What follows belongs to an exercise in optimizing a design on an open flow for small area and a short achievable clock period; a production flow would make more cautious choices. The RTL was checked by simulation tests, not by an equivalence proof against the original design. In every run shown here, the design's own scripts or RTL, not TritonCTS, make the clock network. No driver is modelled on the clock port, so clock power and skew are understated where the tree is cut down; a real chip needs a root buffer or a tree. No activity file was given, so power comes from the tool's default toggle rates.

===== flow/config.mk =====
export PLATFORM = sky130hd
export DESIGN_NAME = cordic
export DESIGN_NICKNAME = cordic
export VERILOG_FILES = /design/flow/design.v
export SDC_FILE = /design/flow/constraint.sdc
export NUM_CORES = 4
export LEC_CHECK = 0
export ABC_AREA = 1
export CAP_MARGIN = 20
export CORE_MARGIN = 2
export CORE_UTILIZATION = 40
export SLEW_MARGIN = 20

===== flow/constraint.sdc =====
create_clock -name core_clock -period 16.0 [get_ports {clk}]
set_input_delay 3.2000 -clock core_clock [delete_from_list [all_inputs] [get_ports {clk}]]
set_output_delay 3.2000 -clock core_clock [all_outputs]
set_load 0.01 [all_outputs]

===== flow/design.v =====
module add_bk #(parameter N = 16) (
    input  [N-1:0] a,
    input  [N-1:0] b,
    input          ci,
    output [N-1:0] s
);
    localparam L = (N <= 2) ? 1 : (N <= 4) ? 2 : (N <= 8) ? 3 : (N <= 16) ? 4 : (N <= 32) ? 5 : 6;
    wire [N-1:0] p0 = a ^ b;
    wire [N-1:0] g0 = a & b;
    wire [N*2*L-1:0] G;
    wire [N*2*L-1:0] P;
    assign G[N-1:0] = {g0[N-1:1], g0[0] | (p0[0] & ci)};
    assign P[N-1:0] = p0;
    genvar l, i;
    generate
        for (l = 0; l < L; l = l + 1) begin : up
            for (i = 0; i < N; i = i + 1) begin : bt
                if (((i + 1) % (2 << l)) == 0) begin : node
                    assign G[(l+1)*N+i] = G[l*N+i] | (P[l*N+i] & G[l*N+i-(1<<l)]);
                    assign P[(l+1)*N+i] = P[l*N+i] & P[l*N+i-(1<<l)];
                end else begin : pass
                    assign G[(l+1)*N+i] = G[l*N+i];
                    assign P[(l+1)*N+i] = P[l*N+i];
                end
            end
        end
        for (l = L - 2; l >= 0; l = l - 1) begin : down
            for (i = 0; i < N; i = i + 1) begin : bt
                if (((i + 1) % (2 << l)) == (1 << l) && i >= (2 << l)) begin : node
                    assign G[(2*L-1-l)*N+i] = G[(2*L-2-l)*N+i] | (P[(2*L-2-l)*N+i] & G[(2*L-2-l)*N+i-(1<<l)]);
                    assign P[(2*L-1-l)*N+i] = P[(2*L-2-l)*N+i] & P[(2*L-2-l)*N+i-(1<<l)];
                end else begin : pass
                    assign G[(2*L-1-l)*N+i] = G[(2*L-2-l)*N+i];
                    assign P[(2*L-1-l)*N+i] = P[(2*L-2-l)*N+i];
                end
            end
        end
    endgenerate
    wire [N-1:0] gf = G[(2*L-1)*N +: N];
    assign s = p0 ^ {gf[N-2:0], ci};
endmodule
module cordic (
    input clk,
    input rst_n,
    input start,
    input [15:0] angle,
    output reg [15:0] cos,
    output reg [15:0] sin
);
    reg [16:0] r;
    reg [3:0] q;
    wire d = ~r[16];
    wire first = (q == 4'd15);
    wire idle = (q == 4'd13) || (q == 4'd14);
    reg [14:0] e;
    always @(*) begin
        case (q)
            4'd15: e = 15'h6487;
            4'd0:  e = 15'h3B58;
            4'd1:  e = 15'h1F5B;
            4'd2:  e = 15'h0FEA;
            4'd3:  e = 15'h07FD;
            4'd4:  e = 15'h03FF;
            4'd5:  e = 15'h01FF;
            4'd6:  e = 15'h00FF;
            4'd7:  e = 15'h007F;
            4'd8:  e = 15'h003F;
            4'd9:  e = 15'h001F;
            4'd10: e = 15'h000F;
            4'd11: e = 15'h0007;
            4'd12: e = 15'h0003;
            default: e = 15'h0000;
        endcase
    end
    wire [14:0] tc_sh = sin[15:1] >> q;
    wire [14:0] ts_sh = cos[15:1] >> q;
    wire [15:0] tc = {1'b0, tc_sh[14:2], tc_sh[1:0] & {2{~idle}}};
    wire [15:0] ts = {1'b0, ts_sh[14:2], ts_sh[1:0] & {2{~idle}}};
    wire [15:0] new_cos;
    wire [15:0] new_sin;
    wire [16:0] new_r;
    add_bk #(16) i_add_c (.a(cos), .b(tc ^ {16{d}}), .ci(d), .s(new_cos));
    add_bk #(16) i_add_s (.a(sin), .b(ts ^ {16{~d}}), .ci(~d), .s(new_sin));
    wire lo = first && (r[15:0] < 16'd2516);
    add_bk #(17) i_add_r (.a(r), .b({d, d & ~lo, e ^ {15{d}}}), .ci(d), .s(new_r));
    always @(posedge clk) begin
        if (first) begin
            cos <= 16'h4DBA;
            sin <= 16'h4DBA;
        end else begin
            cos <= new_cos;
            sin <= new_sin;
        end
    end
    always @(posedge clk) begin
        if (start)
            r <= {1'b0, angle};
        else
            r <= new_r;
    end
    always @(posedge clk or negedge rst_n) begin
        if (!rst_n)
            q <= 4'd14;
        else if (start)
            q <= 4'd15;
        else if (q != 4'd14)
            q <= q + 4'd1;
    end
endmodule

===== flow/flow/run.sh =====
#!/bin/bash
# The standard layout with these changes:
#  - synthesis: no full/half-adder cell extraction (ADDER_MAP_FILE empty), so
#    ABC sees whole register-to-register paths, and ABC maps with a
#    delay-constrained area-recovering script (flow/abc_map.script) instead
#    of ORFS's; the rest of the standard synthesis script, including the
#    flip-flop mapping, flattening and renaming, is unchanged;
#  - repair_timing aims for extra setup slack (SETUP_SLACK_MARGIN) so that
#    the achieved period, not just the 16 ns clock, is optimised;
#  - repair_timing only resizes cells and swaps pins (SETUP_MOVE_SEQUENCE);
#  - the ports get plain buffers (buf_2) instead of delay cells;
#  - the clock tree is one level: the clock port drives four clkbuf_16, each
#    placed at the centre of a cluster of flip-flops (flow/cts_flat.tcl),
#    instead of TritonCTS's two-level tree.
set -euo pipefail
here=$(pwd)
{
  head -n 1 synth_recipe.tcl
  cat <<EOT
proc abc {args} {
  set i [lsearch -exact \$args -script]
  if {\$i >= 0} { set args [lreplace \$args [expr {\$i + 1}] [expr {\$i + 1}] $here/flow/abc_map.script] }
  yosys abc {*}\$args
}
EOT
  tail -n +2 synth_recipe.tcl
} > synth_map.tcl
bash standard.sh SYNTH_SCRIPT="$here/synth_map.tcl" ADDER_MAP_FILE= SETUP_SLACK_MARGIN=12.0 SETUP_MOVE_SEQUENCE=sizeup,swap \
  PRE_CTS_TCL="$here/flow/cts_flat.tcl" \
  'BUFFER_PORTS_ARGS=-buffer_cell sky130_fd_sc_hd__buf_2' finish > standard_flow.log 2>&1

===== flow/flow/abc_map.script =====
strash
dch
map -D 2000
topo

===== flow/flow/cts_flat.tcl =====
# Clock tree of one level: the clock port drives NBUF buffers directly, each
# buffer drives the flip-flops of one cluster (k-means on their locations).
proc my_flat_clock_tree { nbuf bufname } {
  set block [ord::get_db_block]
  set clknet [$block findNet clk]
  set master [[ord::get_db] findMaster $bufname]
  set sinks {}
  foreach it [$clknet getITerms] { lappend sinks $it }
  # sink locations
  set pts {}
  foreach it $sinks {
    set bb [[$it getInst] getBBox]
    lappend pts [list [expr {([$bb xMin] + [$bb xMax]) / 2}] [expr {([$bb yMin] + [$bb yMax]) / 2}]]
  }
  # k-means, seeded along x-sorted order
  set n [llength $pts]
  set order [lsort -integer -indices [lmap p $pts {expr {[lindex $p 0] * 100000 + [lindex $p 1]}}]]
  set cent {}
  for {set k 0} {$k < $nbuf} {incr k} {
    lappend cent [lindex $pts [lindex $order [expr {($k * $n + $n / 2) / $nbuf}]]]
  }
  for {set iter 0} {$iter < 50} {incr iter} {
    set asg {}
    foreach p $pts {
      set best 0; set bd 1e30
      for {set k 0} {$k < $nbuf} {incr k} {
        set c [lindex $cent $k]
        set dd [expr {abs([lindex $p 0] - [lindex $c 0]) + abs([lindex $p 1] - [lindex $c 1])}]
        if {$dd < $bd} { set bd $dd; set best $k }
      }
      lappend asg $best
    }
    set newc {}
    for {set k 0} {$k < $nbuf} {incr k} {
      set sx 0; set sy 0; set m 0
      foreach p $pts a $asg { if {$a == $k} { incr sx [lindex $p 0]; incr sy [lindex $p 1]; incr m } }
      if {$m > 0} { lappend newc [list [expr {$sx / $m}] [expr {$sy / $m}]] } else { lappend newc [lindex $cent $k] }
    }
    set cent $newc
  }
  for {set k 0} {$k < $nbuf} {incr k} {
    set inst [odb::dbInst_create $block $master "clkbuf_flat_$k"]
    set net [odb::dbNet_create $block "clknet_flat_$k"]
    $net setSigType CLOCK
    [$inst findITerm A] connect $clknet
    [$inst findITerm X] connect $net
    set c [lindex $cent $k]
    $inst setLocation [lindex $c 0] [lindex $c 1]
    $inst setPlacementStatus PLACED
    foreach it $sinks a $asg { if {$a == $k} { $it disconnect; $it connect $net } }
  }
  $clknet setSigType CLOCK
}

# Used by ORFS's cts.tcl (sourced as PRE_CTS_TCL) in place of TritonCTS: four
# clkbuf_16 straight from the clock port, one per cluster of flip-flops.
proc clock_tree_synthesis { args } {
  my_flat_clock_tree 4 sky130_fd_sc_hd__clkbuf_16
  set_propagated_clock [all_clocks]
}

===== flow/standard.sh =====
#!/bin/bash
# synth_recipe.tcl (not shown) runs the flow's synth.tcl, then flattens the netlist and writes it again
# the make line also repeats each setting of config.mk as NAME=value (left out here)
make -C /OpenROAD-flow-scripts/flow DESIGN_CONFIG=/design/flow/config.mk WORK_HOME=/design/flow/orfs CLKGATE_MAP_FILE= SYNTH_SCRIPT=/design/flow/synth_recipe.tcl "${@:-finish}"

==> impl_metrics.yaml, run 1 <==
sta:
  report.final.setup_viol: 0
  max_freq_ghz: 0.252
  finalHoldViolCount: 0
  post-route-min-period_ns: 3.97
  rsz0062_at_grt: "true"
  tightest_slew_ns: 0.829
  slew_headroom_pct: 44.4
  finClkSkew_ns: 0.0136
  slew_violations: 0
  finalHoldWorstSlack_ns: 0.470
  setup_tns_ns: 0
  period_share_pct: 24.8
setup_path:
  worst-r2r-setup-slack_ns: 12.24
  start_kind: "flip-flop"
  crit_path_end_kind: "output pin"
  required_ns: 12.80
  path_max_fanout: 4
  cpPeakStageDelay_ns: 0.45
  path_cells: "buf_2"
  r2r-start: "q[0]"
  reg2reg_to: "cos[15]"
  path_buf_inv: 1
  arrival_ns: 0.77
  crit_family: "flip-flops"
  reg2regPathDepth: 17
  path_class: "flip-flop to output pin"
  slowest_stage: "dfxtp_1"
die:
  rows: 38
  fp.dieW_um: 110
  dieHeight_um: 110
  die_area_um2: 12200
  ios: 51
  coreArea_um2: 10900
  initial_utilization_pct: 41.4
cells_and_area:
  nets: 847
  syn_to_final_growth_pct: 13.7
  seqCellArea_um2: 1090
  fill_cells: 1183
  final_layout_size_suffix_gt1_share_pct: 12.0
  antennaDiodeCount: 0
  fin_cells: 966
  multi_input_area_um2: 3170
cts:
  clkTransAtPathRegs_ns: 0.07
  insertion_delay_ns: 0.14
synthesis:
  yosys.area.top_type: "dfxtp_1"
  ys_seq_area_share_pct: 24.0
  syn_inst: 770
  syn_nets: 789
  synth_top_area_share_pct: 21.7
  synth_area_leaders: "dfxtp_1 22%, nand2_1 18%, o21ai_0 12%, nor2_1 9.1%, xor2_1 8.5%"
  synth_warnings: 1
  ys_seq_elements: 53
  syn_avg_cell_area_um2: 5.88
  ys_types: 33
  synth.cell_area_um2: 4530
route:
  dr.pass1.iters: 7
  drc: 0
  wirelength_um: 13700
  wl_per_cell_um: 14.2
  viasPerCell: 5.21
  drtIter0Drc: 332
  vias: 5037
  detail-route-antenna-nets: 0
pwr:
  vdd_drop_max_mv: 0.108
  powerDensity_nw_per_um2: 240
  p_leak_nw: 2.23
grt:
  grt.total_usage_pct: 22.6
  grt_max_degree: 35
  antenna_found_initial: 0
  grt_pass1_wl_um: 22200
  gr-total-overflow: 0
  first_global_vias: 4453
placed_design:
  dpl.hpwl_um: 10300
  gp_congestion: 1.00
  port-buffer-count: 50
  place_inst: 962
min_path:
  min_path_cells: 2
  hold_start: "r[0]"
  hp-class: "flip-flop to flip-flop"
  hold-path-endpoint: "r[0]"
flow_run:
  maxCapViolCount: 0
run_status:
  run_status: "finished clean"
==> kinds of logic after synthesis <==
group | after synthesis | synth area share, %
buffers and inverters | 86 | 7.13
xor gates and xnor gates | 54 | 10.4
DFF | 53 | 24.0
and+or+nand+nor | 375 | 33.7
AOI/OAI and AO/OA | 201 | 24.5
muxes | 1 | 0.221
==> Yosys cell counts (all sizes together) <==
library cell	instances
o31ai	3
nor4	1
a21boi	3
nand2	213
o311ai	1
o21ai	113
xor2	44
nor3	11
a21oi	47
a31oi	6
nand3b	1
nor2	110
nand3	13
or2	9
mux2i	1
a211oi	2
o2111ai	2
dfstp	3
o21bai	1
o221ai	1
a22o	1
a22oi	7
clkinv	86
o211ai	4
dfrtp	1
o21a	7
a2111oi	1
nand4	3
a221oi	1
o22ai	1
xnor2	10
and2	14
dfxtp	49
==> layer usage <==
metal	track usage (%)	share of wire, %	routed length, µm
met1	32.1	49	6650
met2	37.1	45	6150
met3	2.23	4.4	600
met4	4.46	2.0	277
met5	0	0	0
==> timing repair <==
item | in CTS | in global routing
pin swaps | 0 | 0
hold buffers | 0 | 0
hold endpoints to repair | 0 | 0
buffers inserted | 0 | 0
endpoints found under the setup margin | 30 | 23
resized for setup | 10 | 25
cloned | 0 | 0
==> through the flow <==
| step | setup WS, ns | utilization [%] | total power, mW | cell area, µm² |
|---|---|---|---|---|
| floorplan | 12.01 | - | 0.921 | 4530 |
| global placement | 11.60 | 45.4 | 1.11 | 4970 |
| detailed placement | 11.51 | 45.4 | 1.13 | 4970 |
| CTS | 11.94 | 46.5 | 1.22 | 5090 |
| global route | 11.96 | 47.1 | 1.38 | 5150 |
| finish | 12.03 | 47.1 | 1.24 | 5150 |
==> area by class of cell <==
| type | count | area share, % |
|---|---|---|
| repair buffers | 52 | 5.27 |
| plain buffers | 4 | 1.94 |
| flip-flops and latches | 53 | 21.3 |
| multi-input cells | 631 | 61.6 |
| well taps | 140 | 3.40 |
| inverters | 86 | 6.49 |
==> report_power, final <==
part / internal, mW / switching, mW
sequential: 0.204 / 0.0659
clock: 0.0448 / 0.0368
combinational: 0.328 / 0.558
==> registers in the layout, summed over array words and instances, names as in the netlist <==
| signal | cells |
|---|---|
| r | 17 |
| cos | 16 |
| q | 4 |
| sin | 16 |
==> placed cells by master (no fill, tap or decap), drive strengths merged, types with 2 or more instances in the layout <==
master   instances
nand4            3
o2111ai          2
a22oi            7
o21a             7
buf             52
o31ai            3
xor2            44
or2              9
and2            14
o211ai           4
nor2           110
nand3           13
nand2          213
clkinv          83
dfstp            3
o21ai          113
dfxtp           49
a211oi           2
clkbuf           4
a21oi           47
xnor2           10
a21boi           3
a31oi            6
nor3            11
inv              2
==> worst max-delay path by stage <==
stage / startpoint / to / slack, ns / depth (start not counted)
floorplan: r[16] / r[15] / 12.01 / 18
global placement: start / r[15] / 11.60 / 4
detailed placement: q[2] / r[15] / 11.51 / 21
CTS: q[1] / r[15] / 11.94 / 19
global route: q[1] / r[15] / 11.96 / 19
finish: cos[15] / cos[15] / 12.03 / 1
==> inputs of run 2 (changes only) <==
--- a/flow/flow/run.sh
+++ b/flow/flow/run.sh
@@ -27,3 +27,3 @@
 } > synth_map.tcl
-bash standard.sh SYNTH_SCRIPT="$here/synth_map.tcl" ADDER_MAP_FILE= SETUP_SLACK_MARGIN=12.0 SETUP_MOVE_SEQUENCE=sizeup,swap \
+bash standard.sh SYNTH_SCRIPT="$here/synth_map.tcl" ADDER_MAP_FILE= SETUP_SLACK_MARGIN=12.25 SETUP_MOVE_SEQUENCE=sizeup,swap \
   PRE_CTS_TCL="$here/flow/cts_flat.tcl" \
==> run 2 against run 1 <==
Net effect: cell count fell by 0.10%; global-route usage fell by 0.19 points; register-to-register slack improved by 0.28 ns; largest power group unchanged; hold slack improved by 0.0034 ns; via count rose by 0.20%; largest cell class unchanged; sequential power rose by 11%; synthesized cell count did not move; die area did not move.
==> impl_metrics.yaml, run 2 <==
run_status:
  run_status: "finished clean"
die:
  rows: 38
  die_area_um2: 12200
  ios: 51
  coreArea_um2: 10900
  dieHeight_um: 110
  initial_utilization_pct: 41.4
  fp.dieW_um: 110
cells_and_area:
  final_layout_size_suffix_gt1_share_pct: 17.8
  antennaDiodeCount: 0
  final_common_cell: "nand2_1"
  regMostFlops: "r"
  reg.largest.list: "r: 17 flops, cos: 16 flops, sin: 16 flops"
  finalCoreUtilization_pct: 50.5
  mostFrequentLayoutCells: "207 x nand2_1, 101 x nor2_1, 82 x o21ai_0"
  fin_cells: 965
  largest_register_ffs: 17
  nets: 846
  syn_to_final_growth_pct: 22.1
  fill_cells: 1131
synthesis:
  synth_warnings: 1
  synth_top_area_share_pct: 21.7
  synth_compound_area_share_pct: 24.5
  synth_area_leaders: "dfxtp_1 22%, nand2_1 18%, o21ai_0 12%, nor2_1 9.1%, xor2_1 8.5%"
  yosys.area.top_type: "dfxtp_1"
  ys_types: 33
  synth_ff_type: "dfxtp_1"
  synth_edf_count: 0
  synthMostInstantiatedCell: "nand2_1"
  synthMuxAreaShare_pct: 0.221
  synth_fa_ha_area_share_pct: 0
  syn_inst: 770
  ys_async_sr_fraction_pct: 7.55
  yosys.area_share.simple_pct: 33.7
  syn_nets: 789
  ys_seq_area_share_pct: 24.0
  synth.cell_area_um2: 4530
  synthTopCellsByCount: "213 x nand2_1, 113 x o21ai_0, 110 x nor2_1"
  syn_avg_cell_area_um2: 5.88
  synthXorXnorAreaFrac_pct: 10.4
  synth_top_family_by_area: "simple AND/OR/NAND/NOR gates"
  ys_seq_elements: 53
sta:
  layout_setup_ws_ns: 12.16
  setup_tns_ns: 0
  finClkSkew_ns: 0.00755
  slew_violations: 0
  finalHoldWorstSlack_ns: 0.473
  slew_headroom_pct: 60.4
  post-route-min-period_ns: 3.84
  tightest_slew_ns: 0.591
  rsz0062_at_grt: "true"
  report.final.setup_viol: 0
  finalHoldViolCount: 0
  max_freq_ghz: 0.261
  period_share_pct: 24.0
setup_path:
  start_kind: "flip-flop"
  slowest_stage: "dfxtp_4"
  path_max_fanout: 5
  required_ns: 12.80
  path_class: "flip-flop to output pin"
  path_cells: "buf_6"
  arrival_ns: 0.64
  path_buf_inv: 1
  crit_family: "flip-flops"
  worst-r2r-setup-slack_ns: 12.52
  crit_path_end_kind: "output pin"
  cpPeakStageDelay_ns: 0.39
placed_design:
  gp_congestion: 0.935
  place_inst: 961
  port-buffer-count: 50
  pre_cts_ws_ns: 11.57
  dpl.hpwl_um: 10300
flow_run:
  maxCapViolCount: 0
grt:
  grt_max_degree: 51
  antenna_found_initial: 0
  grt_pass1_wl_um: 22000
  gr-total-overflow: 0
  grt.total_usage_pct: 22.4
  first_global_vias: 4514
cts:
  hold_buffers: 0
  clkTransAtPathRegs_ns: 0.07
  insertion_delay_ns: 0.14
  post-cts-setup-buffers: 0
route:
  wirelength_um: 13700
  detail-route-antenna-nets: 0
  vias: 5047
  viasPerCell: 5.23
  drc: 0
  wl_per_cell_um: 14.2
  dr.pass1.iters: 4
  drtIter0Drc: 343
pwr:
  powerDensity_nw_per_um2: 243
  p_leak_nw: 2.32
  vdd_drop_max_mv: 0.107
min_path:
  hp-class: "flip-flop to flip-flop"
==> run 2: timing repair <==
action,CTS,global route
gates resized for setup,102,63
setup endpoints to repair,66,57
pin swaps,0,9
hold endpoints to repair,0,0
==> run 2: layer usage <==
metal / share of wire (%) / track usage, %
met4: 1.6 / 3.13
met1: 47 / 31.4
met5: 0 / 0
met2: 46 / 38.0
met3: 5.3 / 2.23
==> run 2: worst paths after layout <==
path	startpoint	to	cells after the start
max	cos[3]	cos[3]	1
min	r[0]	r[0]	2
max reg2reg	q[1]	r[15]	19
min reg2reg	r[0]	r[0]	2
max in group asynchronous	rst_n	q[3]	1
min in group asynchronous	rst_n	q[0]	1
==> run 2: layout make-up <==
type | instances | area (µm²) | share of cell area, %
flip-flops and latches | 53 | 1180 | 21.4
plain buffers | 4 | 100 | 1.81
repair buffers | 51 | 468 | 8.47
inverters | 86 | 345 | 6.25
well taps | 140 | 175 | 3.17
multi-input cells | 631 | 3260 | 58.9
==> run 2: where the power goes <==
group          total, mW  internal [mW]  leakage (nW)  switching [mW]
registers          0.301          0.221         0.460          0.0794
logic              0.957          0.385          1.82           0.572
clock network     0.0823         0.0449        0.0493          0.0374
total               1.34          0.651          2.32           0.689
==> run 2: cells by family after synthesis <==
group,count (synthesis)
buffers and inverters,86
muxes,1
and+or+nand+nor,375
DFF,53
AOI/OAI and AO/OA,201
xor gates and xnor gates,54
==> run 2: per-stage QoR <==
step           cell area, µm²  power [mW]
5_1_grt                  5530        1.48
2_1_floorplan            4530       0.922
3_5_place_dp             4960        1.13
3_3_place_gp             4960        1.12
6_report                 5530        1.34
4_1_cts                  5400        1.29
==> inputs of run 3 (changes only) <==
--- a/flow/flow/run.sh
+++ b/flow/flow/run.sh
@@ -27,3 +27,3 @@
 } > synth_map.tcl
-bash standard.sh SYNTH_SCRIPT="$here/synth_map.tcl" ADDER_MAP_FILE= SETUP_SLACK_MARGIN=12.25 SETUP_MOVE_SEQUENCE=sizeup,swap \
+bash standard.sh SYNTH_SCRIPT="$here/synth_map.tcl" ADDER_MAP_FILE= SETUP_SLACK_MARGIN=12.4 SETUP_MOVE_SEQUENCE=sizeup,swap \
   PRE_CTS_TCL="$here/flow/cts_flat.tcl" \
==> run 3 against run 2 <==
Net effect: cell count down 0.10%; combinational power up 2.7%; clock skew up 0.012 ns; wire length up 1.3%; sequential share of layout area down 0.51 points; utilization up 1.6 points; setup slack worse by 0.016 ns; maximum frequency down 0.41%; via count up 1.2%; power up 3.1%; die area unchanged; clock power down 2%; critical endpoint unchanged.
==> impl_metrics.yaml, run 3 <==
sta:
  layout_setup_ws_ns: 12.15
  rsz0062_at_grt: "true"
  slew_violations: 0
  slew_headroom_pct: 56.7
  finClkSkew_ns: 0.0199
  setup_tns_ns: 0
  report.final.setup_viol: 0
  tightest_slew_ns: 0.646
  post-route-min-period_ns: 3.85
  period_share_pct: 24.1
  max_freq_ghz: 0.259
  finalHoldViolCount: 0
cells_and_area:
  regMostFlops: "r"
  mostFrequentLayoutCells: "199 x nand2_1, 98 x nor2_1, 76 x clkinv_1"
  fill_cells: 1147
  final_layout_size_suffix_gt1_share_pct: 21.8
  stdcell_area_um2: 5700
  syn_to_final_growth_pct: 26.0
  nets: 845
  final_common_cell: "nand2_1"
  reg.largest.list: "r: 17 flops, cos: 16 flops, sin: 16 flops"
  antennaDiodeCount: 0
  largest_register_ffs: 17
die:
  ios: 51
  dieHeight_um: 110
  fp.dieW_um: 110
  initial_utilization_pct: 41.4
  rows: 38
  die_area_um2: 12200
  coreArea_um2: 10900
cts:
  hold_buffers: 0
  insertion_delay_ns: 0.14
  clkTransAtPathRegs_ns: 0.08
grt:
  grt_pass1_wl_um: 22800
  antenna_found_initial: 0
  gr-total-overflow: 0
  grt.total_usage_pct: 23.0
  grt_max_degree: 51
  first_global_vias: 4713
synthesis:
  syn_avg_cell_area_um2: 5.88
  synth_top_family_by_area: "simple AND/OR/NAND/NOR gates"
  synth_warnings: 1
  synth_compound_area_share_pct: 24.5
  ys_async_sr_fraction_pct: 7.55
  synth.cell_area_um2: 4530
  yosys.area_share.simple_pct: 33.7
  synth_ff_type: "dfxtp_1"
  syn_nets: 789
  synth_edf_count: 0
  yosys.area.top_type: "dfxtp_1"
  ys_seq_elements: 53
  syn_inst: 770
  synth_top_area_share_pct: 21.7
  ys_types: 33
  synthXorXnorAreaFrac_pct: 10.4
  synthMostInstantiatedCell: "nand2_1"
  synthTopCellsByCount: "213 x nand2_1, 113 x o21ai_0, 110 x nor2_1"
  ys_seq_area_share_pct: 24.0
  synthMuxAreaShare_pct: 0.221
  synth_fa_ha_area_share_pct: 0
  synth_area_leaders: "dfxtp_1 22%, nand2_1 18%, o21ai_0 12%, nor2_1 9.1%, xor2_1 8.5%"
pwr:
  p_seq_share_pct: 23.1
  switching_share_pct: 51.7
  p_leak_nw: 2.36
  finalPower_mw: 1.38
  clockPowerShare_pct: 5.8
  p_comb_share_pct: 71.1
  p_switching_mw: 0.714
  powerDensity_nw_per_um2: 242
  p_int_mw: 0.667
  vdd_drop_max_mv: 0.106
run_status:
  run_status: "finished clean"
setup_path:
  path_max_fanout: 5
  required_ns: 12.80
  start_kind: "flip-flop"
  path_cells: "buf_6"
  worst-r2r-setup-slack_ns: 12.59
  arrival_ns: 0.65
  cpPeakStageDelay_ns: 0.40
  path_buf_inv: 1
  crit_family: "flip-flops"
  path_class: "flip-flop to output pin"
  slowest_stage: "dfxtp_4"
  crit_path_end_kind: "output pin"
route:
  dr.pass1.iters: 5
  viasPerCell: 5.30
  drc: 0
  vias: 5110
  detail-route-antenna-nets: 0
  wl_per_cell_um: 14.4
  wirelength_um: 13900
  drtIter0Drc: 309
placed_design:
  port-buffer-count: 50
  place_area_um2: 4960
  pre_cts_ws_ns: 11.55
  dpl.hpwl_um: 10400
  gp_congestion: 0.939
flow_run:
  maxCapViolCount: 0
min_path:
  hp-class: "flip-flop to flip-flop"
run 3: worst paths after layout:
kind                          end  startpoint  depth (start not counted)
max in group asynchronous    q[1]       rst_n                          1
hold reg to reg            sin[0]      sin[0]                          2
setup reg to reg            r[15]        q[1]                         19
setup / recovery           cos[3]      cos[3]                          1
min in group asynchronous    q[0]       rst_n                          1
hold / removal             sin[0]      sin[0]                          2
run 3: cells by family (layout without fill, tap and decap cells):
group / after synthesis / count (layout)
AOI/OAI and AO/OA: 201 / 201
xor gates and xnor gates: 54 / 54
buffers and inverters: 86 / 140
DFF: 53 / 53
muxes: 1 / 1
and+or+nand+nor: 375 / 375
run 3: routing by layer:
layer / track usage (%) / wire, µm / up-vias
met5: 0 / 0 / -
met4: 4.11 / 249 / 0
met3: 1.53 / 533 / 22
met2: 39.7 / 6430 / 123
met1: 31.9 / 6640 / 2308
li1: - / - / 2657
run 3: repair_timing:
item / 4_1_cts / 5_1_grt
buffers inserted: 0 / 0
pin swaps: 1 / 14
gates resized for setup: 125 / 103
endpoints found under the setup margin: 74 / 60
run 3: area by class of cell:
cell class                 count  area [µm²]  share of cell area [%]
timing repair buffer          50         473                    8.29
inverter                      86         368                    6.45
buffer                         4         100                    1.76
sequential                    53        1190                    20.9
tap                          140         175                    3.07
multi-input combinational    631        3400                    59.5
run 3: through the flow:
step	utilization, %	std cells	hold slack (ns)
after floorplan	-	770	0.443
after global placement	45.3	960	0.454
after detailed placement	45.3	960	0.471
after CTS	49.7	964	0.485
after global routing	52.2	964	0.511
final	52.2	964	0.484
run 3: power by group through the flow:
stage / clock network (mW) / registers [mW] / logic, mW
after floorplan: 0 / 0.280 / 0.641
after global placement: 0 / 0.284 / 0.831
after detailed placement: 0 / 0.284 / 0.843
after CTS: 0.0816 / 0.310 / 0.904
after global routing: 0.0868 / 0.330 / 1.11
final: 0.0803 / 0.319 / 0.983
==> inputs of run 4 (changes only) <==
--- a/flow/flow/run.sh
+++ b/flow/flow/run.sh
@@ -27,3 +27,3 @@
 } > synth_map.tcl
-bash standard.sh SYNTH_SCRIPT="$here/synth_map.tcl" ADDER_MAP_FILE= SETUP_SLACK_MARGIN=12.4 SETUP_MOVE_SEQUENCE=sizeup,swap \
+bash standard.sh SYNTH_SCRIPT="$here/synth_map.tcl" ADDER_MAP_FILE= SETUP_SLACK_MARGIN=12.1 SETUP_MOVE_SEQUENCE=sizeup,swap \
   PRE_CTS_TCL="$here/flow/cts_flat.tcl" \
==> flow/flow/abc_map.script (replaced) <==
strash
dch
map -D 1750
topo
==> run 4 against run 3 <==
Net effect: still clean on timing, DRC and antenna; combinational power down 3.8%; sequential share of layout area is 1.1 points lower; die area grew 9.1%; flip-flop and latch count did not move; largest cell class unchanged; highest routed layer unchanged.
==> impl_metrics.yaml, run 4 <==
die:
  coreArea_um2: 12100
  initial_utilization_pct: 41.1
  ios: 51
  die_area_um2: 13300
  dieHeight_um: 115
  fp.dieW_um: 115
  rows: 40
cts:
  insertion_delay_ns: 0.15
  post-cts-setup-buffers: 0
  clkTransAtPathRegs_ns: 0.07
placed_design:
  gp_congestion: 0.943
  dpl.hpwl_um: 11500
  port-buffer-count: 50
cells_and_area:
  final_layout_size_suffix_gt1_share_pct: 13.6
  fill_cells: 1324
  largest_register_ffs: 17
  nets: 913
  finalCoreUtilization_pct: 47.0
  final_common_cell: "nand2_1"
  reg.largest.list: "r: 17 flops, cos: 16 flops, sin: 16 flops"
  antennaDiodeCount: 0
  syn_to_final_growth_pct: 14.3
  mostFrequentLayoutCells: "245 x nand2_1, 97 x o21ai_0, 78 x nor2_1, 78 x clkinv_1"
  regMostFlops: "r"
sta:
  max_freq_ghz: 0.258
  finClkSkew_ns: 0.0249
  finalHoldViolCount: 0
  post-route-min-period_ns: 3.88
  period_share_pct: 24.3
  finalHoldWorstSlack_ns: 0.478
  report.final.setup_viol: 0
  slew_headroom_pct: 52.5
  tightest_slew_ns: 0.710
  slew_violations: 0
  setup_tns_ns: 0
  rsz0062_at_grt: "false"
setup_path:
  path_class: "flip-flop to output pin"
  arrival_ns: 0.68
  start_kind: "flip-flop"
  required_ns: 12.80
  crit_family: "flip-flops"
  slowest_stage: "dfxtp_2"
  crit_path_end_kind: "output pin"
  cpPeakStageDelay_ns: 0.39
  path_buf_inv: 1
  path_max_fanout: 4
  path_cells: "buf_2"
route:
  dr.pass1.iters: 5
  wirelength_um: 15200
  drtIter0Drc: 439
  drc: 0
  vias: 5724
  detail-route-antenna-nets: 0
  viasPerCell: 5.40
  wl_per_cell_um: 14.3
synthesis:
  synthMostInstantiatedCell: "nand2_1"
  synthTopCellsByCount: "247 x nand2_1, 101 x o21ai_0, 84 x clkinv_1"
  synth_edf_count: 0
  ys_seq_elements: 53
  synth.cell_area_um2: 4960
  synth_top_area_share_pct: 19.8
  synth_ff_type: "dfxtp_1"
  syn_avg_cell_area_um2: 5.94
  synth_area_leaders: "dfxtp_1 20%, nand2_1 19%, o21ai_0 10%, clkinv_1 6.4%, nor2_1 6.1%"
  ys_seq_area_share_pct: 21.9
  syn_nets: 853
  ys_async_sr_fraction_pct: 7.55
  yosys.area.top_type: "dfxtp_1"
  syn_inst: 834
  ys_types: 35
  synth_warnings: 1
grt:
  gr-total-overflow: 0
  grt_pass1_wl_um: 24900
  grt_max_degree: 57
  grt.total_usage_pct: 22.7
  antenna_found_initial: 0
  first_global_vias: 4952
pwr:
  p_leak_nw: 2.43
  powerDensity_nw_per_um2: 231
  finalPower_mw: 1.31
  vdd_drop_max_mv: 0.136
min_path:
  hp-class: "flip-flop to flip-flop"
flow_run:
  maxCapViolCount: 0
run_status:
  run_status: "finished clean"
==> run 4: cell count changes after synthesis, sizes merged, moves of 8 or more <==
| cell | change |
|---|---|
| nand2 | +34 |
| and2 | -8 |
| a31oi | +8 |
| o21ai | -12 |
| nor2 | -30 |
| nand4 | +8 |
| nand3 | +37 |
| o211ai | +10 |
| xor2 | -11 |
==> run 4: per-stage QoR <==
stage | area [µm²] | cells | setup slack (ns)
after floorplan | 4960 | 834 | 12.13
after global placement | 5450 | 1056 | 11.48
after detailed placement | 5450 | 1056 | 11.34
after CTS | 5600 | 1060 | 12.08
after global routing | 5670 | 1060 | 12.10
final | 5670 | 1060 | 12.12
==> run 4: cell families (layout without fill, tap and decap cells) <==
logic type	Yosys count	after routing	synth area share, %
AOI/OAI and AO/OA	228	228	26.8
xor gates and xnor gates	41	41	8.66
buffers and inverters	84	142	6.36
DFF	53	53	21.9
muxes	1	1	0.202
and+or+nand+nor	427	427	36.1
==> run 4: cell type report <==
type                    count  area [µm²]  share of cell area (%)
well taps                 168         210                    3.71
plain buffers               4         100                    1.77
inverters                  84         335                    5.92
flip-flops and latches     53        1120                    19.8
multi-input cells         697        3600                    63.6
repair buffers             54         295                    5.21
==> run 4: final timing paths <==
check                      slack [ns]      end  startpoint  depth (start not counted)
min reg2reg                      0.48     r[0]        r[0]                          2
max                             12.12  cos[15]     cos[15]                          1
min                              0.48     r[0]        r[0]                          2
min in group asynchronous        2.85     q[0]       rst_n                          1
max reg2reg                     12.48    r[15]        q[1]                         15
max in group asynchronous       12.95     q[1]       rst_n                          1
==> run 4: timing repair <==
item / in CTS / in global routing
resized for setup: 22 / 30
hold buffers: 0 / 0
pin swaps: 0 / 2
setup endpoints to repair: 43 / 26
gates cloned: 0 / 0
==> run 4: per-layer routing <==
metal | vias up | GRT usage [%] | part of all wire, %
met1 | 2569 | 35.0 | 49
met3 | 16 | 1.58 | 6.3
met4 | 0 | 2.49 | 1.4
li1 | 2961 | - | -
met2 | 178 | 35.6 | 43
met5 | - | 0 | 0
==> run 4: tightest hold or removal path, delay by kind of cell, from the launching register on <==
kind             cells  cell delay [ns]
AND/OR/NAND/NOR      1             0.06
AO/OA/AOI/OAI        1             0.06
flip-flops           1             0.31
==> run 4: power by group <==
group	total, mW	switching (mW)	internal, mW	leakage, nW
clock	0.0826	0.0377	0.0449	0.0493
sequential	0.280	0.0714	0.209	0.455
combinational	0.946	0.584	0.362	1.93
total	1.31	0.693	0.616	2.43
==> inputs of run 5 (changes only) <==
==> flow/flow/abc_map.script (replaced) <==
strash
dch
map -D 2000
topo
==> run 5 against run 4 <==
Net effect: still clean on timing, DRC and antenna; synthesized cell count decreased by 7.7%; via count fell by 11%; first-iteration DRC count fell by 24%; die area down 8.4%; wire length is 8.8% lower; cell area shrank 8.3%; hold slack got worse by 0.0040 ns; power down 4.2%; cell count down 8.9%; flip-flop and latch count unchanged; combinational power decreased by 5.3%; clock skew down 0.016 ns; largest cell class unchanged.
==> impl_metrics.yaml, run 5 <==
run_status:
  run_status: "finished clean"
min_path:
  min_path_cells: 2
  hp-class: "flip-flop to flip-flop"
sta:
  post-route-min-period_ns: 3.87
  finalHoldViolCount: 0
  rsz0062_at_grt: "false"
  max_freq_ghz: 0.258
  period_share_pct: 24.2
  report.final.setup_viol: 0
  setup_tns_ns: 0
  slew_headroom_pct: 55.3
  tightest_slew_ns: 0.666
  finClkSkew_ns: 0.00856
  slew_violations: 0
setup_path:
  cp.depth: 1
  arrival_ns: 0.67
  reg2regPathDepth: 19
  path_class: "flip-flop to output pin"
  required_ns: 12.80
  path_max_fanout: 5
  crit_family: "flip-flops"
  crit_path_end_kind: "output pin"
  start_kind: "flip-flop"
  cpPeakStageDelay_ns: 0.39
  slowest_stage: "dfxtp_4"
  path_buf_inv: 1
  path_cells: "buf_2"
die:
  initial_utilization_pct: 41.4
  dieHeight_um: 110
  rows: 38
  fp.dieW_um: 110
  die_area_um2: 12200
  ios: 51
  coreArea_um2: 10900
placed_design:
  dpl.hpwl_um: 10600
  place_area_um2: 4970
  gp_congestion: 0.964
  port-buffer-count: 50
synthesis:
  synth_top_area_share_pct: 21.7
  syn_inst: 770
  synth_ff_type: "dfxtp_1"
  yosys.area.top_type: "dfxtp_1"
  ys_async_sr_fraction_pct: 7.55
  synthTopCellsByCount: "213 x nand2_1, 113 x o21ai_0, 110 x nor2_1"
  synth.cell_area_um2: 4530
  ys_types: 33
  ys_seq_elements: 53
  synthMostInstantiatedCell: "nand2_1"
  synth_edf_count: 0
  ys_seq_area_share_pct: 24.0
  synth_area_leaders: "dfxtp_1 22%, nand2_1 18%, o21ai_0 12%, nor2_1 9.1%, xor2_1 8.5%"
  syn_avg_cell_area_um2: 5.88
  synth_warnings: 1
  syn_nets: 789
pwr:
  powerDensity_nw_per_um2: 241
  p_leak_nw: 2.23
  vdd_drop_max_mv: 0.109
grt:
  grt_max_degree: 35
  grt-busiest-layer: "met2"
  antenna_found_initial: 0
  grt_pass1_wl_um: 22800
  first_global_vias: 4648
  met2_usage_pct: 40.1
  gr-total-overflow: 0
  grt.total_usage_pct: 23.2
  grt_use_met1_pct: 32.3
  met3_usage_pct: 1.12
cells_and_area:
  syn_to_final_growth_pct: 14.7
  fill_cells: 1198
  largest_register_ffs: 17
  nets: 847
  final_common_cell: "nand2_1"
  antennaDiodeCount: 0
  mostFrequentLayoutCells: "212 x nand2_1, 106 x nor2_1, 93 x o21ai_0"
  reg.largest.list: "r: 17 flops, cos: 16 flops, sin: 16 flops"
  stdcell_area_um2: 5190
  regMostFlops: "r"
  final_layout_size_suffix_gt1_share_pct: 14.0
cts:
  post-cts-setup-buffers: 0
  insertion_delay_ns: 0.14
  clkTransAtPathRegs_ns: 0.07
route:
  viasPerCell: 5.25
  drc: 0
  vias: 5073
  drtIter0Drc: 335
  detail-route-antenna-nets: 0
  wirelength_um: 13900
  wl_per_cell_um: 14.3
  dr.pass1.iters: 5
flow_run:
  maxCapViolCount: 0
[run 5: cell types whose count changed after synthesis, moves of 10 or more]
| cell | previous run | this run |
|---|---|---|
| nand3_1 | 50 | 13 |
| nand2_1 | 247 | 213 |
| nor2_1 | 80 | 110 |
| o21ai_0 | 101 | 113 |
| xor2_1 | 33 | 44 |
| o211ai_1 | 14 | 4 |
[run 5: cell families (layout without fill, tap and decap cells)]
kind of cell	Yosys count	in the layout	share of synthesized area, %
AOI/OAI and AO/OA	201	201	24.5
xor gates and xnor gates	54	54	10.4
buffers and inverters	86	142	7.13
DFF	53	53	24.0
muxes	1	1	0.221
and+or+nand+nor	375	375	33.7
[run 5: through the flow]
step | util [%] | hold slack (ns) | power (mW) | instances | worst slack [ns]
2_1_floorplan | - | 0.443 | 0.922 | 770 | 12.23
3_3_place_gp | 45.4 | 0.453 | 1.11 | 962 | 11.60
3_5_place_dp | 45.4 | 0.464 | 1.13 | 962 | 11.56
4_1_cts | 46.8 | 0.475 | 1.23 | 966 | 12.10
5_1_grt | 47.5 | 0.491 | 1.40 | 966 | 12.11
6_report | 47.5 | 0.474 | 1.25 | 966 | 12.13
[run 5: layer usage]
metal	share of wire (%)	wire length, µm	vias to the layer above
met3	4.2	581	13
met2	46	6410	141
met1	48	6660	2273
met5	0	0	-
met4	1.5	211	0
li1	-	-	2646
[run 5: worst paths after layout]
check,from,end,slack (ns)
worst max-delay path,cos[3],cos[3],12.13
worst min-delay path,r[0],r[0],0.47
worst max register to register,q[1],r[15],12.40
worst min register to register,r[0],r[0],0.47
max in group asynchronous,rst_n,q[2],12.93
min in group asynchronous,rst_n,q[0],2.86
[run 5: final cells by class]
class,count,area [µm²],area share (%)
plain buffers,4,100,1.93
repair buffers,52,275,5.30
multi-input cells,631,3180,61.3
well taps,140,175,3.37
flip-flops and latches,53,1120,21.6
inverters,86,342,6.58
[run 5: worst register-to-register path, delay by kind of cell (launching register included)]
| family | cells | cell delay (ns) |
|---|---|---|
| and+or+nand+nor | 11 | 1.33 |
| DFF | 1 | 0.79 |
| buffers and inverters | 1 | 0.11 |
| xor gates and xnor gates | 2 | 0.49 |
| AOI/OAI and AO/OA | 5 | 0.76 |
[run 5: repair_timing]
item                       in CTS  in global routing
hold buffers                    0                  0
setup endpoints to repair      39                 36
pin swaps                       0                  0
gates resized for setup        23                 45
[run 5: where the power goes]
part | switching (mW) | internal, mW | leakage [nW] | total [mW]
clock | 0.0367 | 0.0448 | 0.0493 | 0.0815
combinational | 0.565 | 0.331 | 1.73 | 0.896
sequential | 0.0674 | 0.209 | 0.455 | 0.276
==> inputs of run 6 (changes only) <==
--- a/flow/flow/run.sh
+++ b/flow/flow/run.sh
@@ -10,3 +10,4 @@
 #  - repair_timing only resizes cells and swaps pins (SETUP_MOVE_SEQUENCE);
-#  - the ports get plain buffers (buf_2) instead of delay cells;
+#  - the ports get plain buffers (buf_1, which repair_timing may upsize)
+#    instead of delay cells;
 #  - the clock tree is one level: the clock port drives four clkbuf_16, each
@@ -29,2 +30,2 @@
   PRE_CTS_TCL="$here/flow/cts_flat.tcl" \
-  'BUFFER_PORTS_ARGS=-buffer_cell sky130_fd_sc_hd__buf_2' finish > standard_flow.log 2>&1
+  'BUFFER_PORTS_ARGS=-buffer_cell sky130_fd_sc_hd__buf_1' finish > standard_flow.log 2>&1
==> flow/flow/abc_map.script (replaced) <==
strash
dch
map -D 2250
topo
==> run 6 against run 5 <==
Net effect: cell area up 3.2%; sequential share of layout area down 0.52 points; sequential power up 2%; critical path type unchanged; largest power group unchanged; flip-flop and latch count unchanged.
==> impl_metrics.yaml, run 6 <==
synthesis:
  synthXorXnorAreaFrac_pct: 9.29
  synth_edf_count: 0
  yosys.area.top_type: "dfxtp_1"
  synth_compound_area_share_pct: 24.3
  syn_nets: 793
  syn_avg_cell_area_um2: 5.85
  ys_types: 34
  syn_inst: 774
  synth_top_family_by_area: "simple AND/OR/NAND/NOR gates"
  ys_seq_area_share_pct: 24.0
  synthMuxAreaShare_pct: 0.221
  synthTopCellsByCount: "194 x nand2_1, 136 x nor2_1, 103 x o21ai_0"
  synth_top_area_share_pct: 21.7
  synth_area_leaders: "dfxtp_1 22%, nand2_1 16%, o21ai_0 11%, nor2_1 11%, clkinv_1 8.3%"
  ys_async_sr_fraction_pct: 7.55
  synth_fa_ha_area_share_pct: 0.221
  synthMostInstantiatedCell: "nand2_1"
  synth_warnings: 1
  ys_seq_elements: 53
  yosys.area_share.simple_pct: 33.7
  synth.cell_area_um2: 4530
  synth_ff_type: "dfxtp_1"
cells_and_area:
  final_common_cell: "nand2_1"
  nets: 852
  mostFrequentLayoutCells: "184 x nand2_1, 127 x nor2_1, 91 x clkinv_1"
  antennaDiodeCount: 0
  reg.largest.list: "r: 17 flops, cos: 16 flops, sin: 16 flops"
  regMostFlops: "r"
  stdcell_area_um2: 5360
  finalCoreUtilization_pct: 49.0
  largest_register_ffs: 17
  final_layout_size_suffix_gt1_share_pct: 15.0
  syn_to_final_growth_pct: 18.4
setup_path:
  required_ns: 12.80
  cp-startpoint: "cos[8]"
  path_cells: "clkbuf_2"
  crit_path_end_kind: "output pin"
  start_kind: "flip-flop"
  path_class: "flip-flop to output pin"
  cpPeakStageDelay_ns: 0.39
  slowest_stage: "dfxtp_1"
  path_max_fanout: 3
  path_buf_inv: 1
  r2r-start: "q[2]"
  arrival_ns: 0.69
  crit_family: "flip-flops"
cts:
  post-cts-setup-buffers: 0
  clkTransAtPathRegs_ns: 0.07
  insertion_delay_ns: 0.14
  hold_buffers: 0
sta:
  setup_tns_ns: 0
  max_freq_ghz: 0.257
  finalHoldWorstSlack_ns: 0.486
  slew_violations: 0
  rsz0062_at_grt: "true"
  report.final.setup_viol: 0
  finalHoldViolCount: 0
  period_share_pct: 24.3
  finClkSkew_ns: 0.0179
  slew_headroom_pct: 59.3
  post-route-min-period_ns: 3.89
  tightest_slew_ns: 0.595
route:
  vias: 5067
  dr.pass1.iters: 6
  viasPerCell: 5.22
  drc: 0
  drtIter0Drc: 343
  detail-route-antenna-nets: 0
  wl_per_cell_um: 13.7
  wirelength_um: 13300
placed_design:
  dpl.hpwl_um: 10100
  port-buffer-count: 50
  gp_congestion: 0.966
  place_area_um2: 4920
flow_run:
  maxCapViolCount: 0
grt:
  grt_max_degree: 53
  gr-total-overflow: 0
  grt.total_usage_pct: 21.6
  first_global_vias: 4431
  grt_pass1_wl_um: 21400
  antenna_found_initial: 0
min_path:
  hp-class: "flip-flop to flip-flop"
  hold_start: "r[0]"
die:
  die_area_um2: 12200
  ios: 51
  rows: 38
  initial_utilization_pct: 41.4
  dieHeight_um: 110
  fp.dieW_um: 110
  coreArea_um2: 10900
run_status:
  run_status: "finished clean"
pwr:
  vdd_drop_max_mv: 0.130
  powerDensity_nw_per_um2: 241
  p_leak_nw: 2.18
run 6: path summary, 6_finish.rpt:
path                       slack (ns)  endpoint  depth (start not counted)
max                             12.11    cos[8]                          1
min                              0.49      r[0]                          2
max reg2reg                     12.32   cos[15]                         17
min reg2reg                      0.49      r[0]                          2
max in group asynchronous       12.85      q[1]                          1
min in group asynchronous        2.89      q[0]                          1
run 6: power by group:
part	leakage (nW)	switching, mW	total [mW]	internal [mW]
registers	0.454	0.0716	0.281	0.210
clock network	0.0493	0.0360	0.0808	0.0448
logic	1.68	0.587	0.931	0.345
run 6: cells by family after synthesis:
| family | count (synthesis) |
|---|---|
| compound gates | 194 |
| xor+xnor | 48 |
| fa+ha+maj | 1 |
| buf+inv | 100 |
| flops | 53 |
| mux | 1 |
| simple gates | 377 |
run 6: cell type report:
cell class,instances,area (µm²)
repair buffers,53,235
flip-flops and latches,53,1130
inverters,100,425
well taps,140,175
multi-input cells,621,3300
fillers,1202,5580
plain buffers,4,100
run 6: worst reg2reg max path: stages (launching register included):
cell and delay [ns]:
dfstp_4 0.77, clkinv_4 0.19, nor2_2 0.33, a22oi_1 0.14, nand2_1 0.09, nand2_1 0.07
or2_2 0.29, a21boi_0 0.14, nand2_1 0.14, nand2_2 0.09, a31oi_4 0.22, nor3_1 0.08
nor2_2 0.30, o21ai_2 0.12, a31oi_2 0.27, o21ai_1 0.11, a21oi_1 0.13, o21a_1 0.12
run 6: repair_timing:
action / in CTS / in global routing
pin swaps: 0 / 23
gates resized for setup: 42 / 106
setup endpoints to repair: 49 / 40
hold endpoints to repair: 0 / 0
run 6: per-stage QoR:
step           setup WS (ns)  total power [mW]  std cells
2_1_floorplan          12.17             0.910        774
3_3_place_gp           11.44              1.08        967
3_5_place_dp           11.36              1.10        967
4_1_cts                12.10              1.21        971
5_1_grt                12.07              1.43        971
6_report               12.11              1.29        971
run 6: metal layers:
layer  track usage (%)  vias up  share of wire, %  wire [µm]
met4              2.41        0               1.0        133
met2              34.8      134                44       5850
met3              1.59        8               6.3        838
met1              32.5     2268                49       6460
li1                  -     2657                 -          -
met5                 0        -                 0          0
==> inputs of run 7 (changes only) <==
==> flow/flow/abc_map.script (replaced) <==
strash
dch
map -D 2000
topo
--- a/flow/config.mk
+++ b/flow/config.mk
@@ -10,3 +10,3 @@
 export CORE_MARGIN = 2
-export CORE_UTILIZATION = 40
+export CORE_UTILIZATION = 55
 export SLEW_MARGIN = 20
==> run 7 against run 6 <==
Net effect: sequential share of layout area increased by 0.97 points; clock power rose by 3.7%; clock skew fell by 0.0017 ns; cell area fell by 4.7%; via count rose by 0.63%; first-iteration DRC count increased by 2.0%.
==> impl_metrics.yaml, run 7 <==
sta:
  report.final.setup_viol: 0
  slew_violations: 0
  tightest_slew_ns: 0.597
  setup_tns_ns: 0
  finalHoldViolCount: 0
  finalHoldWorstSlack_ns: 0.484
  period_share_pct: 24.3
  finClkSkew_ns: 0.0162
  rsz0062_at_grt: "true"
  slew_headroom_pct: 60.0
  max_freq_ghz: 0.257
  post-route-min-period_ns: 3.89
cts:
  post-cts-setup-buffers: 0
  clkTransAtPathRegs_ns: 0.07
  insertion_delay_ns: 0.14
grt:
  grt_max_degree: 31
  first_global_vias: 4533
  grt.total_usage_pct: 29.2
  antenna_found_initial: 0
  gr-total-overflow: 0
  grt_pass1_wl_um: 21400
cells_and_area:
  reg.largest.list: "r: 17 flops, cos: 16 flops, sin: 16 flops"
  final_common_cell: "nand2_1"
  fin_cells: 932
  seqCellArea_um2: 1120
  multi_input_area_um2: 3180
  antennaDiodeCount: 0
  regMostFlops: "r"
  stdcell_area_um2: 5100
  final_layout_size_suffix_gt1_share_pct: 10.3
  mostFrequentLayoutCells: "212 x nand2_1, 105 x nor2_1, 95 x o21ai_0"
  largest_register_ffs: 17
  finalCoreUtilization_pct: 63.1
  fill_cells: 814
  nets: 848
  syn_to_final_growth_pct: 12.8
run_status:
  run_status: "finished clean"
synthesis:
  synthTopCellsByCount: "213 x nand2_1, 113 x o21ai_0, 110 x nor2_1"
  syn_avg_cell_area_um2: 5.88
  ys_seq_area_share_pct: 24.0
  syn_nets: 789
  synth.cell_area_um2: 4530
  yosys.area.top_type: "dfxtp_1"
  synth_warnings: 1
  ys_types: 33
  synthMostInstantiatedCell: "nand2_1"
  synth_top_area_share_pct: 21.7
  ys_seq_elements: 53
  ys_async_sr_fraction_pct: 7.55
  synth_area_leaders: "dfxtp_1 22%, nand2_1 18%, o21ai_0 12%, nor2_1 9.1%, xor2_1 8.5%"
  syn_inst: 770
  synth_edf_count: 0
  synth_ff_type: "dfxtp_1"
placed_design:
  gp_congestion: 1.01
  place_area_um2: 4870
  place_inst: 928
  dpl.hpwl_um: 10100
  port-buffer-count: 50
route:
  drtIter0Drc: 350
  dr.pass1.iters: 5
  vias: 5099
  viasPerCell: 5.47
  wl_per_cell_um: 14.2
  wirelength_um: 13300
  detail-route-antenna-nets: 0
  drc: 0
setup_path:
  path_class: "flip-flop to output pin"
  crit_family: "flip-flops"
  cpPeakStageDelay_ns: 0.40
  path_cells: "clkbuf_2"
  crit_path_end_kind: "output pin"
  slowest_stage: "dfxtp_2"
  path_max_fanout: 5
  path_buf_inv: 1
  start_kind: "flip-flop"
  required_ns: 12.80
  arrival_ns: 0.69
die:
  die_area_um2: 8970
  rows: 33
  ios: 51
  fp.dieW_um: 94.7
  coreArea_um2: 8090
  initial_utilization_pct: 55.9
  dieHeight_um: 94.7
flow_run:
  maxCapViolCount: 0
pwr:
  p_leak_nw: 2.13
  vdd_drop_max_mv: 0.148
  powerDensity_nw_per_um2: 244
min_path:
  hp-class: "flip-flop to flip-flop"
==> run 7: metal layers <==
metal	part of all wire [%]	wire, µm	vias to the layer above	GRT usage [%]
met5	0	0	-	0
met4	2.4	325	0	8.57
met3	4.3	565	26	1.76
met2	47	6250	142	50.1
met1	46	6130	2265	39.6
li1	-	-	2666	-
==> run 7: timing repair <==
action                     in CTS  in global routing
gates resized for setup        26                 54
setup endpoints to repair      37                 42
hold buffers                    0                  0
==> run 7: logic make-up (layout without fill, tap and decap cells) <==
logic type,Yosys count,count (layout),share of synthesized area (%)
compound gates,201,201,24.5
xor+xnor,54,54,10.4
flops,53,53,24.0
buf+inv,86,143,7.13
simple gates,375,375,33.7
mux,1,1,0.221
==> run 7: where the power goes <==
part	total [mW]	leakage, nW	switching [mW]	internal [mW]
Clock	0.0838	0.0493	0.0389	0.0449
Sequential	0.277	0.454	0.0676	0.209
Combinational	0.887	1.63	0.564	0.323
==> run 7: stage by stage <==
stage | power [mW] | setup slack (ns)
after floorplan | 0.922 | 12.23
after global placement | 1.09 | 11.75
after detailed placement | 1.12 | 11.62
after CTS | 1.22 | 12.06
after global routing | 1.38 | 12.06
final | 1.25 | 12.11
==> run 7: worst paths after layout <==
| path | depth (start not counted) | start | endpoint | slack [ns] |
|---|---|---|---|---|
| setup / recovery | 1 | cos[3] | cos[3] | 12.11 |
| hold / removal | 2 | r[0] | r[0] | 0.48 |
| setup reg to reg | 16 | q[1] | sin[15] | 12.40 |
| hold reg to reg | 2 | r[0] | r[0] | 0.48 |
| max in group asynchronous | 1 | rst_n | q[1] | 12.85 |
| min in group asynchronous | 1 | rst_n | q[0] | 2.89 |
==> run 7: area by class of cell <==
cell class / count / share of cell area (%)
Inverter: 86 / 6.72
Multi-Input combinational cell: 631 / 62.2
Tap cell: 105 / 2.57
Buffer: 4 / 1.96
Timing Repair Buffer: 53 / 4.53
Sequential cell: 53 / 22.0
==> inputs of run 8 (changes only) <==
==> flow/flow/abc_map.script (replaced) <==
strash
dch -f
map -D 2000
topo
--- a/flow/config.mk
+++ b/flow/config.mk
@@ -10,3 +10,3 @@
 export CORE_MARGIN = 2
-export CORE_UTILIZATION = 55
+export CORE_UTILIZATION = 40
 export SLEW_MARGIN = 20
==> run 8 against run 7 <==
Net effect: still clean; clock power fell by 3.5%; critical path depth is the same; synthesized area up 0.86%; flip-flop and latch count stayed put; setup slack better by 0.0075 ns; die area up 37%; first-iteration DRC count up 0.29%; clock skew rose by 0.0059 ns; critical endpoint is now sin[3]; largest cell class unchanged; largest power group unchanged.
==> impl_metrics.yaml, run 8 <==
cells_and_area:
  final_common_cell: "nand2_1"
  mostFrequentLayoutCells: "213 x nand2_1, 126 x nor2_1, 82 x clkinv_1"
  antennaDiodeCount: 0
  fill_cells: 1232
  stdcell_area_um2: 5240
  multi_input_area_um2: 3260
  largest_register_ffs: 17
  regMostFlops: "r"
  syn_to_final_growth_pct: 14.7
  seqCellArea_um2: 1130
  final_layout_size_suffix_gt1_share_pct: 10.3
  nets: 856
  reg.largest.list: "r: 17 flops, cos: 16 flops, sin: 16 flops"
route:
  detail-route-antenna-nets: 0
  viasPerCell: 5.23
  dr.pass1.iters: 5
  wl_per_cell_um: 13.8
  vias: 5111
  wirelength_um: 13500
  drtIter0Drc: 351
  drc: 0
sta:
  post-route-min-period_ns: 3.88
  finalHoldViolCount: 0
  period_share_pct: 24.3
  slew_headroom_pct: 51.7
  report.final.setup_viol: 0
  finalHoldWorstSlack_ns: 0.470
  setup_tns_ns: 0
  finClkSkew_ns: 0.0221
  layout_setup_ws_ns: 12.12
  rsz0062_at_grt: "true"
  max_freq_ghz: 0.258
  slew_violations: 0
  tightest_slew_ns: 0.720
cts:
  hold_buffers: 0
  post-cts-setup-buffers: 0
  insertion_delay_ns: 0.15
  clkTransAtPathRegs_ns: 0.08
synthesis:
  yosys.area.top_type: "dfxtp_1"
  synth_warnings: 1
  synth_top_area_share_pct: 21.5
  ys_types: 32
  synth_area_leaders: "dfxtp_1 21%, nand2_1 18%, nor2_1 11%, o21ai_0 9.4%, xor2_1 8.2%"
  synthTopCellsByCount: "214 x nand2_1, 129 x nor2_1, 87 x clkinv_1"
  synth.cell_area_um2: 4570
  synth_ff_type: "dfxtp_1"
  syn_nets: 798
  ys_async_sr_fraction_pct: 7.55
  synthMostInstantiatedCell: "nand2_1"
  synth_edf_count: 0
  ys_seq_area_share_pct: 23.8
  syn_avg_cell_area_um2: 5.86
  ys_seq_elements: 53
  syn_inst: 779
placed_design:
  gp_congestion: 0.953
  dpl.hpwl_um: 10200
  place_area_um2: 4950
  pre_cts_ws_ns: 11.05
  port-buffer-count: 50
min_path:
  hp-class: "flip-flop to flip-flop"
setup_path:
  cpPeakStageDelay_ns: 0.39
  path_buf_inv: 1
  slowest_stage: "dfxtp_2"
  path_max_fanout: 3
  path_class: "flip-flop to output pin"
  crit_path_end_kind: "output pin"
  required_ns: 12.80
  arrival_ns: 0.68
  start_kind: "flip-flop"
  path_cells: "buf_2"
  crit_family: "flip-flops"
grt:
  antenna_found_initial: 0
  gr-total-overflow: 0
  grt.total_usage_pct: 21.2
  first_global_vias: 4687
  grt_pass1_wl_um: 22200
  grt_max_degree: 56
die:
  coreArea_um2: 11300
  dieHeight_um: 111
  rows: 39
  die_area_um2: 12300
  ios: 51
  initial_utilization_pct: 40.5
  fp.dieW_um: 111
flow_run:
  maxCapViolCount: 0
pwr:
  vdd_drop_max_mv: 0.117
  p_leak_nw: 2.18
  powerDensity_nw_per_um2: 235
run_status:
  run_status: "finished clean"
## run 8: cell types whose count changed in the layout (fill, tap and decap cells not counted), sizes merged, moves of 3 or more
cell,delta
a21oi,+5
a22oi,+4
a31oi,+7
buf,+7
clkbuf,-8
clkinv,+3
clkinvlp,-3
nor2,+19
nor3,-6
o21ai,-27
o22ai,+4
## run 8: logic make-up (layout without fill, tap and decap cells)
family	Yosys count	count (layout)	share of synthesized area [%]
compound gates	196	196	24.4
buf+inv	87	143	7.15
fa+ha+maj	2	2	0.438
flops	53	53	23.8
xor+xnor	51	51	9.78
simple gates	390	390	34.4
## run 8: final timing paths
path / start / to / slack (ns) / depth (start not counted)
setup / recovery: sin[3] / sin[3] / 12.12 / 1
hold reg to reg: r[0] / r[0] / 0.47 / 2
min in group asynchronous: rst_n / q[0] / 2.87 / 1
hold / removal: r[0] / r[0] / 0.47 / 2
setup reg to reg: q[0] / cos[14] / 12.35 / 13
max in group asynchronous: rst_n / q[2] / 12.88 / 1
## run 8: metal layers
| metal | vias to the layer above | wire length, µm | global-route usage [%] | share of wire [%] |
|---|---|---|---|---|
| met3 | 18 | 633 | 1.48 | 4.7 |
| met4 | 0 | 250 | 4.42 | 1.9 |
| met1 | 2284 | 6180 | 28.6 | 46 |
| met5 | - | 0 | 0 | 0 |
| li1 | 2696 | - | - | - |
| met2 | 113 | 6410 | 37.2 | 48 |
## run 8: area by class of cell
cell class	count	area share [%]
Tap cell	143	3.42
Sequential cell	53	21.5
Inverter	87	6.71
Multi-Input combinational cell	639	62.2
Buffer	4	1.91
Timing Repair Buffer	52	4.18
## run 8: worst min-delay path: cells and delay by family, from the launching register on
family | cells | cell delay, ns
simple gates | 1 | 0.06
compound gates | 1 | 0.05
flops | 1 | 0.32
## run 8: stage by stage
stage	cells	total power [mW]	utilization (%)
after detailed placement	974	1.09	43.9
final	978	1.23	46.5
after global routing	978	1.37	46.5
after floorplan	779	0.898	-
after global placement	974	1.07	43.9
after CTS	978	1.20	45.6
## run 8: timing repair
| action | CTS | global route |
|---|---|---|
| pin swaps | 2 | 4 |
| gates resized for setup | 42 | 45 |
| setup endpoints to repair | 51 | 34 |
| gates cloned | 0 | 0 |
## run 8: where the power goes
part	internal, mW	total [mW]	switching [mW]
logic	0.318	0.866	0.548
clock network	0.0448	0.0809	0.0361
registers	0.211	0.281	0.0706
total	0.574	1.23	0.655
==> inputs of run 9 (changes only) <==
==> flow/flow/abc_map.script (replaced) <==
strash
dch
map -D 2000
topo
==> run 9 against run 8 <==
Net effect: still clean on timing, DRC and antenna; utilization grew 0.73 points; cell area fell by 1.5%; critical path depth is the same; register-to-register slack better by 0.06 ns; synthesized area decreased by 0.85%; largest cell class unchanged.
==> impl_metrics.yaml, run 9 <==
run_status:
  run_status: "finished clean"
placed_design:
  gp_congestion: 0.981
  port-buffer-count: 50
  place_area_um2: 4910
  dpl.hpwl_um: 10400
  pre_cts_ws_ns: 11.09
setup_path:
  arrival_ns: 0.68
  reg2regPathDepth: 15
  required_ns: 12.80
  start_kind: "flip-flop"
  crit_path_end_kind: "output pin"
  path_max_fanout: 5
  crit_family: "flip-flops"
  r2r-start: "q[0]"
  path_class: "flip-flop to output pin"
  path_cells: "clkbuf_2"
  path_buf_inv: 1
  reg2reg_to: "sin[13]"
  worst-r2r-setup-slack_ns: 12.41
  cpPeakStageDelay_ns: 0.40
  slowest_stage: "dfxtp_2"
die:
  rows: 38
  ios: 51
  initial_utilization_pct: 41.4
  fp.dieW_um: 110
  dieHeight_um: 110
  coreArea_um2: 10900
  die_area_um2: 12200
route:
  wl_per_cell_um: 14.1
  detail-route-antenna-nets: 0
  wirelength_um: 13600
  drtIter0Drc: 306
  viasPerCell: 5.27
  vias: 5098
  dr.pass1.iters: 5
  drc: 0
sta:
  rsz0062_at_grt: "true"
  layout_setup_ws_ns: 12.12
  finalHoldViolCount: 0
  max_freq_ghz: 0.258
  report.final.setup_viol: 0
  finClkSkew_ns: 0.0341
  period_share_pct: 24.2
  setup_tns_ns: 0
  post-route-min-period_ns: 3.88
  slew_headroom_pct: 59.6
  tightest_slew_ns: 0.603
  slew_violations: 0
synthesis:
  ys_seq_area_share_pct: 24.0
  ys_types: 33
  synth_warnings: 1
  ys_async_sr_fraction_pct: 7.55
  synth_edf_count: 0
  syn_avg_cell_area_um2: 5.88
  synthMostInstantiatedCell: "nand2_1"
  ys_seq_elements: 53
  synth_ff_type: "dfxtp_1"
  synth_area_leaders: "dfxtp_1 22%, nand2_1 18%, o21ai_0 12%, nor2_1 9.1%, xor2_1 8.5%"
  synth_top_area_share_pct: 21.7
  synthTopCellsByCount: "213 x nand2_1, 113 x o21ai_0, 110 x nor2_1"
  synth.cell_area_um2: 4530
  yosys.area.top_type: "dfxtp_1"
  syn_nets: 789
  syn_inst: 770
cells_and_area:
  largest_register_ffs: 17
  mostFrequentLayoutCells: "213 x nand2_1, 105 x nor2_1, 98 x o21ai_0"
  syn_to_final_growth_pct: 14.0
  fill_cells: 1218
  reg.largest.list: "r: 17 flops, cos: 16 flops, sin: 16 flops"
  final_layout_size_suffix_gt1_share_pct: 10.5
  stdcell_area_um2: 5160
  seqCellArea_um2: 1120
  antennaDiodeCount: 0
  finalCoreUtilization_pct: 47.2
  nets: 848
  final_common_cell: "nand2_1"
  regMostFlops: "r"
  multi_input_area_um2: 3190
grt:
  grt_max_degree: 36
  grt_pass1_wl_um: 22200
  gr-total-overflow: 0
  first_global_vias: 4670
  antenna_found_initial: 0
  grt.total_usage_pct: 22.5
pwr:
  p_switching_mw: 0.669
  p_int_mw: 0.580
  switching_share_pct: 53.5
  clockPowerShare_pct: 6.5
  vdd_drop_max_mv: 0.0999
  p_leak_nw: 2.16
  powerDensity_nw_per_um2: 242
  p_seq_share_pct: 22.1
  p_comb_share_pct: 71.5
min_path:
  hp-class: "flip-flop to flip-flop"
  hold-path-endpoint: "r[0]"
  min_path_cells: 2
  hold_start: "r[0]"
cts:
  clkTransAtPathRegs_ns: 0.06
  insertion_delay_ns: 0.16
  hold_buffers: 0
flow_run:
  maxCapViolCount: 0
[run 9: cell types whose count changed in the layout (fill, tap and decap cells not counted), moves of 4 or more]
cell,previous run,this run
buf_1,39,34
nor2_1,126,105
a31oi_1,12,5
o22ai_1,5,1
nor3_1,5,11
clkinv_2,0,4
a21oi_1,49,45
clkbuf_2,5,14
o21ai_0,71,98
a22oi_1,11,7
buf_2,5,1
[run 9: how the worst max path moves through the flow]
stage | startpoint | endpoint | cells after the start
after detailed placement | start | r[15] | 4
after global routing | q[0] | cos[15] | 18
final | cos[3] | cos[3] | 1
after floorplan | q[0] | sin[13] | 20
after CTS | q[1] | r[15] | 19
after global placement | start | r[15] | 4
[run 9: what timing repair did]
item / CTS / global route
buffers inserted: 0 / 0
gates resized for setup: 28 / 56
pin swaps: 0 / 2
endpoints found under the setup margin: 48 / 41
[run 9: cell type report]
cell class,count,share of cell area [%]
Sequential cell,53,21.6
Tap cell,140,3.39
Buffer,4,1.94
Timing Repair Buffer,53,4.65
Inverter,86,6.55
Multi-Input combinational cell,631,61.8
[run 9: per-layer routing]
metal / wire length (µm) / vias up / global-route usage, % / share of wire (%)
li1: - / 2665 / - / -
met1: 6510 / 2291 / 31.6 / 48
met2: 6280 / 125 / 38.3 / 46
met3: 621 / 17 / 1.88 / 4.6
met4: 243 / 0 / 3.75 / 1.8
met5: 0 / - / 0 / 0
[run 9: logic make-up after synthesis]
| family | Yosys count | synth area share (%) |
|---|---|---|
| DFF | 53 | 24.0 |
| xor gates and xnor gates | 54 | 10.4 |
| and+or+nand+nor | 375 | 33.7 |
| muxes | 1 | 0.221 |
| AOI/OAI and AO/OA | 201 | 24.5 |
| buffers and inverters | 86 | 7.13 |
[run 9: per-stage QoR]
step | hold WS [ns] | power (mW) | instances
finish | 0.475 | 1.25 | 967
global route | 0.498 | 1.40 | 967
CTS | 0.474 | 1.21 | 967
detailed placement | 0.466 | 1.12 | 963
global placement | 0.452 | 1.10 | 963
floorplan | 0.443 | 0.922 | 770
[run 9: power by group through the flow]
stage	sequential (mW)	combinational, mW	clock, mW
after floorplan	0.280	0.641	0
after global placement	0.268	0.831	0
after detailed placement	0.270	0.850	0
after CTS	0.272	0.859	0.0822
after global routing	0.286	1.02	0.0876
final	0.276	0.893	0.0807
[run 9: worst reg2reg max path, stage by stage, from the launching register on]
cell and delay (ns):
dfrtp_2 0.53, o21ai_0 0.46, o21ai_0 0.23, and2_2 0.23, o21ai_0 0.36, xor2_1 0.19, nand2_1 0.08, and2_2 0.21
nand3_1 0.08, nand2_1 0.13, a21oi_2 0.28, o21ai_1 0.15, and2_2 0.20, nor2_1 0.12, a21oi_1 0.08, o21a_1 0.12

Re-timed with assumed drivers on the ports (clkbuf_16 on the clock, buf_2 on other inputs), run 9 has 12.032 ns of setup slack against 12.121 ns with ideal ports, and 12.026 ns once port delays also move by the mid clock arrival of 0.228 ns.
